From an optimization exercise on the open Yosys and OpenROAD flow, aimed at small area and a short achievable clock period; shortcuts taken in it are not production practice. RTL that was checked went through simulation tests only; none was proved equivalent to the original. The flow treats the clock pin as an ideal source, which a real chip does not have.

// vedic_multiplier_32x32_pipelined
module vedic_multiplier_32x32_pipelined(
    input clk,
    input [31:0] a, b,
    output reg [63:0] result_32x32
);
reg [31:0] a_r;
reg [223:0] r2;
reg one0, two0, neg0;
wire pp1;
wire pp2;
wire pp3;
wire pp4;
wire pp5;
wire pp6;
wire pp7;
wire pp8;
wire pp9;
wire pp10;
wire pp11;
wire pp12;
wire pp13;
wire pp14;
wire pp15;
wire pp16;
wire pp17;
wire pp18;
wire pp19;
wire pp20;
wire pp21;
wire pp22;
wire pp23;
wire pp24;
wire pp25;
wire pp26;
wire pp27;
wire pp28;
wire pp29;
wire pp30;
wire pp31;
wire pp32;
wire pp33;
wire ng34;
wire nn35;
reg one1, two1, neg1;
wire pp36;
wire pp37;
wire pp38;
wire pp39;
wire pp40;
wire pp41;
wire pp42;
wire pp43;
wire pp44;
wire pp45;
wire pp46;
wire pp47;
wire pp48;
wire pp49;
wire pp50;
wire pp51;
wire pp52;
wire pp53;
wire pp54;
wire pp55;
wire pp56;
wire pp57;
wire pp58;
wire pp59;
wire pp60;
wire pp61;
wire pp62;
wire pp63;
wire pp64;
wire pp65;
wire pp66;
wire pp67;
wire pp68;
wire ng69;
wire nn70;
reg one2, two2, neg2;
wire pp71;
wire pp72;
wire pp73;
wire pp74;
wire pp75;
wire pp76;
wire pp77;
wire pp78;
wire pp79;
wire pp80;
wire pp81;
wire pp82;
wire pp83;
wire pp84;
wire pp85;
wire pp86;
wire pp87;
wire pp88;
wire pp89;
wire pp90;
wire pp91;
wire pp92;
wire pp93;
wire pp94;
wire pp95;
wire pp96;
wire pp97;
wire pp98;
wire pp99;
wire pp100;
wire pp101;
wire pp102;
wire pp103;
wire ng104;
wire nn105;
reg one3, two3, neg3;
wire pp106;
wire pp107;
wire pp108;
wire pp109;
wire pp110;
wire pp111;
wire pp112;
wire pp113;
wire pp114;
wire pp115;
wire pp116;
wire pp117;
wire pp118;
wire pp119;
wire pp120;
wire pp121;
wire pp122;
wire pp123;
wire pp124;
wire pp125;
wire pp126;
wire pp127;
wire pp128;
wire pp129;
wire pp130;
wire pp131;
wire pp132;
wire pp133;
wire pp134;
wire pp135;
wire pp136;
wire pp137;
wire pp138;
wire ng139;
wire nn140;
reg one4, two4, neg4;
wire pp141;
wire pp142;
wire pp143;
wire pp144;
wire pp145;
wire pp146;
wire pp147;
wire pp148;
wire pp149;
wire pp150;
wire pp151;
  ...
For scale: about 3000 cells after synthesis, roughly 530 flip-flops.
clock: 11.5 ns
lec_check: 0
abc_area: 1
cap_margin: 30
core_margin: 2
core_utilization: 55
cts_cluster_diameter: 120
cts_cluster_size: 26
place_density: 0.75
slew_margin: 50
synth_hierarchical: 1
synth_minimum_keep_size: 0
standard.sh (not shown) runs the stock make flow with config.mk's settings and CLKGATE_MAP_FILE= SYNTH_SCRIPT=/design/flow/synth_recipe.tcl, a recipe that flattens the netlist after the stock synthesis.
==> flow/flow/run.sh <==
#!/bin/bash
# Own layout flow: the standard ORFS flow (standard.sh, unchanged synthesis)
# with two changes:
#  - the I/O port buffers are sky130_fd_sc_hd__buf_2 cells instead of the
#    delay-cell buffer that buffer_ports picks by default;
#  - after CTS, post_cts.tcl drops the clock tree's root buffer when it only
#    feeds the few first-level clock buffers (one stage less for every register).
# make's full output goes to standard_flow.log here; ORFS keeps each step's log
# under orfs/logs/.
set -euo pipefail
here=$(pwd)
bash standard.sh "BUFFER_PORTS_ARGS=-buffer_cell sky130_fd_sc_hd__buf_2" \
  "POST_CTS_TCL=$here/flow/post_cts.tcl" finish > standard_flow.log 2>&1
==> flow/flow/post_cts.tcl <==
set block [ord::get_db_block]
set clknet [[$block findBTerm clk] getNet]
set loads {}
foreach it [$clknet getITerms] { lappend loads $it }
if {[llength $loads] == 1} {
  set root [[lindex $loads 0] getInst]
  set master [[$root getMaster] getName]
  set out [$root findITerm X]
  if {[string match "sky130_fd_sc_hd__clkbuf_*" $master] && $out ne "NULL"} {
    set onet [$out getNet]
    set sinks {}
    foreach it [$onet getITerms] {
      if {[$it getInst] ne $root} { lappend sinks $it }
    }
    set ok [expr {[llength $sinks] <= 4 && [llength [$onet getBTerms]] == 0}]
    foreach it $sinks {
      if {![string match "sky130_fd_sc_hd__clkbuf_*" [[[$it getInst] getMaster] getName]]} { set ok 0 }
    }
    if {$ok} {
      puts "post_cts: removing root clock buffer [$root getName] ($master), port clk now feeds [llength $sinks] buffers"
      foreach it $sinks { $it disconnect; $it connect $clknet }
      [lindex $loads 0] disconnect
      odb::dbInst_destroy $root
      odb::dbNet_destroy $onet
    } else {
      puts "post_cts: root clock buffer kept"
    }
  }
}
Next try:
GPL_TIMING_DRIVEN = 0   (was unset)
PLACE_DENSITY = unset   (was 0.75)
Effect: The new run completed with no timing, DRC or antenna violations; wire length is higher by a quarter to a third; synthesized cell count is unchanged.

========
Another version of the RTL of vedic_multiplier_32x32_pipelined (not shown whole).
For scale: ~3200 cells after synthesis, roughly 520 flip-flops, ~130 I/O pins, ~34000 sq um of cells after synthesis.
make LEC_CHECK=0 ABC_AREA=1 CAP_MARGIN=50 CORE_MARGIN=2 CORE_UTILIZATION=55 CTS_CLUSTER_DIAMETER=60 CTS_CLUSTER_SIZE=30 SLEW_MARGIN=70 SYNTH_HIERARCHICAL=1 SYNTH_MINIMUM_KEEP_SIZE=0 finish   # period 11.5 ns
run.sh (not shown) runs the stock make flow with config.mk's settings and CLKGATE_MAP_FILE= SYNTH_SCRIPT=/design/flow/synth_recipe.tcl, a recipe that flattens the netlist after the stock synthesis.
Stock flow here: none of the scripts above is used.
The starting point passed the timing, design-rule and antenna checks.
Rerun with:
--- a/flow/config.mk
+++ b/flow/config.mk
@@ -12,2 +11,0 @@
-export CTS_CLUSTER_DIAMETER = 60
-export CTS_CLUSTER_SIZE = 30
Effect: The changed run ran to the end with no violations. Hold slack hardly moves. Design area rose by 0.79%. Critical path depth is unchanged.
Function was not checked in any run of this note: the RTL went through the layout flow alone.

========
Another version of the RTL of vedic_multiplier_32x32_pipelined (not shown whole).
Size: about 3000 cells after synthesis, about 520 flip-flops, ~130 I/O pins.
export LEC_CHECK = 0
export ABC_AREA = 1
export CAP_MARGIN = 60
export CORE_MARGIN = 2
export CORE_UTILIZATION = 55
export CTS_CLUSTER_DIAMETER = 120
export CTS_CLUSTER_SIZE = 26
export SLEW_MARGIN = 85
export SYNTH_HIERARCHICAL = 1
export SYNTH_MINIMUM_KEEP_SIZE = 0
create_clock -name core_clock -period 11.5 [get_ports {clk}]
standard.sh (not shown) runs the stock make flow with config.mk's settings and CLKGATE_MAP_FILE= SYNTH_SCRIPT=/design/flow/synth_recipe.tcl, a recipe that flattens the netlist after the stock synthesis.
==> flow/flow/run.sh <==
#!/bin/bash
# Own layout flow: the standard ORFS flow (standard.sh, unchanged synthesis),
# with the I/O port buffers made of sky130_fd_sc_hd__buf_2 cells instead of the
# delay-cell buffer that buffer_ports picks by default.
# make's full output goes to standard_flow.log here; ORFS keeps each step's log
# under orfs/logs/.
set -euo pipefail
bash standard.sh "BUFFER_PORTS_ARGS=-buffer_cell sky130_fd_sc_hd__buf_2" finish > standard_flow.log 2>&1
Rerun with:
--- a/flow/config.mk
+++ b/flow/config.mk
@@ -7,10 +7,10 @@
 export LEC_CHECK = 0
 export ABC_AREA = 1
-export CAP_MARGIN = 60
+export CAP_MARGIN = 50
 export CORE_MARGIN = 2
 export CORE_UTILIZATION = 55
 export CTS_CLUSTER_DIAMETER = 120
 export CTS_CLUSTER_SIZE = 26
-export SLEW_MARGIN = 85
+export SLEW_MARGIN = 70
 export SYNTH_HIERARCHICAL = 1
 export SYNTH_MINIMUM_KEEP_SIZE = 0
After rerunning:
- The changed run finished with timing, DRC and antenna clean
- wire length went down by 4.2%
- via count is lower by 3.6%
- synthesized cell count does not change
- utilization drops by 11 points
- area after synthesis stays the same
Rerun with:
--- a/flow/config.mk
+++ b/flow/config.mk
@@ -7,10 +7,10 @@
 export LEC_CHECK = 0
 export ABC_AREA = 1
-export CAP_MARGIN = 50
+export CAP_MARGIN = 30
 export CORE_MARGIN = 2
 export CORE_UTILIZATION = 55
 export CTS_CLUSTER_DIAMETER = 120
 export CTS_CLUSTER_SIZE = 26
-export SLEW_MARGIN = 70
+export SLEW_MARGIN = 50
 export SYNTH_HIERARCHICAL = 1
 export SYNTH_MINIMUM_KEEP_SIZE = 0
Outcome: The changed run finished with timing, DRC and antenna clean. Sequential cell count stays the same. Register-to-register slack loses 0.02 ns. Die area does not change. Wire length is about the same. Fmax shrinks by about 0.5%. Setup slack is worse by 0.017 ns. Non-clock buffer count went down by 7.

==> re-timing with driven ports <==
Ports are ideal in the flow. The routed layouts listed here were re-timed in OpenROAD. Step 1 sets driving cells, clkbuf_16 on the clock port and buf_2 on the other inputs (assumed; they add their load-dependent delay and slew). Step 2 times the ports against the registers' clock, not the clock port: input delays grow and output delays shrink by t, the midpoint of the rising clock arrivals with the driver on. Three values: no drivers, after step 1, after step 2; two values: the first two.
| run | t, ns | setup WS [ns] | worst slew at a driven data input, ns |
|---|---|---|---|
| the first run of note 1 | 0.532 | 8.073 / 8.073 / 8.073 | 0.14 |
| the second run of note 1 | 0.532 | 7.816 / 7.816 / 7.816 | 0.05 |
| the first run of note 2 | 0.645 | 7.715 / 7.653 / 7.861 | 0.08 |
| the second run of note 2 | 0.682 | 7.689 / 7.628 / 7.885 | 0.07 |
| the first run of note 3 | 0.645 | 8.138 / 8.076 / 8.188 | 0.08 |
| the second run of note 3 | 0.649 | 8.155 / 8.090 / 8.197 | 0.08 |
| the third run of note 3 | 0.636 | 8.138 / 8.076 / 8.178 | 0.09 |
After both steps every run listed still meets setup and hold.
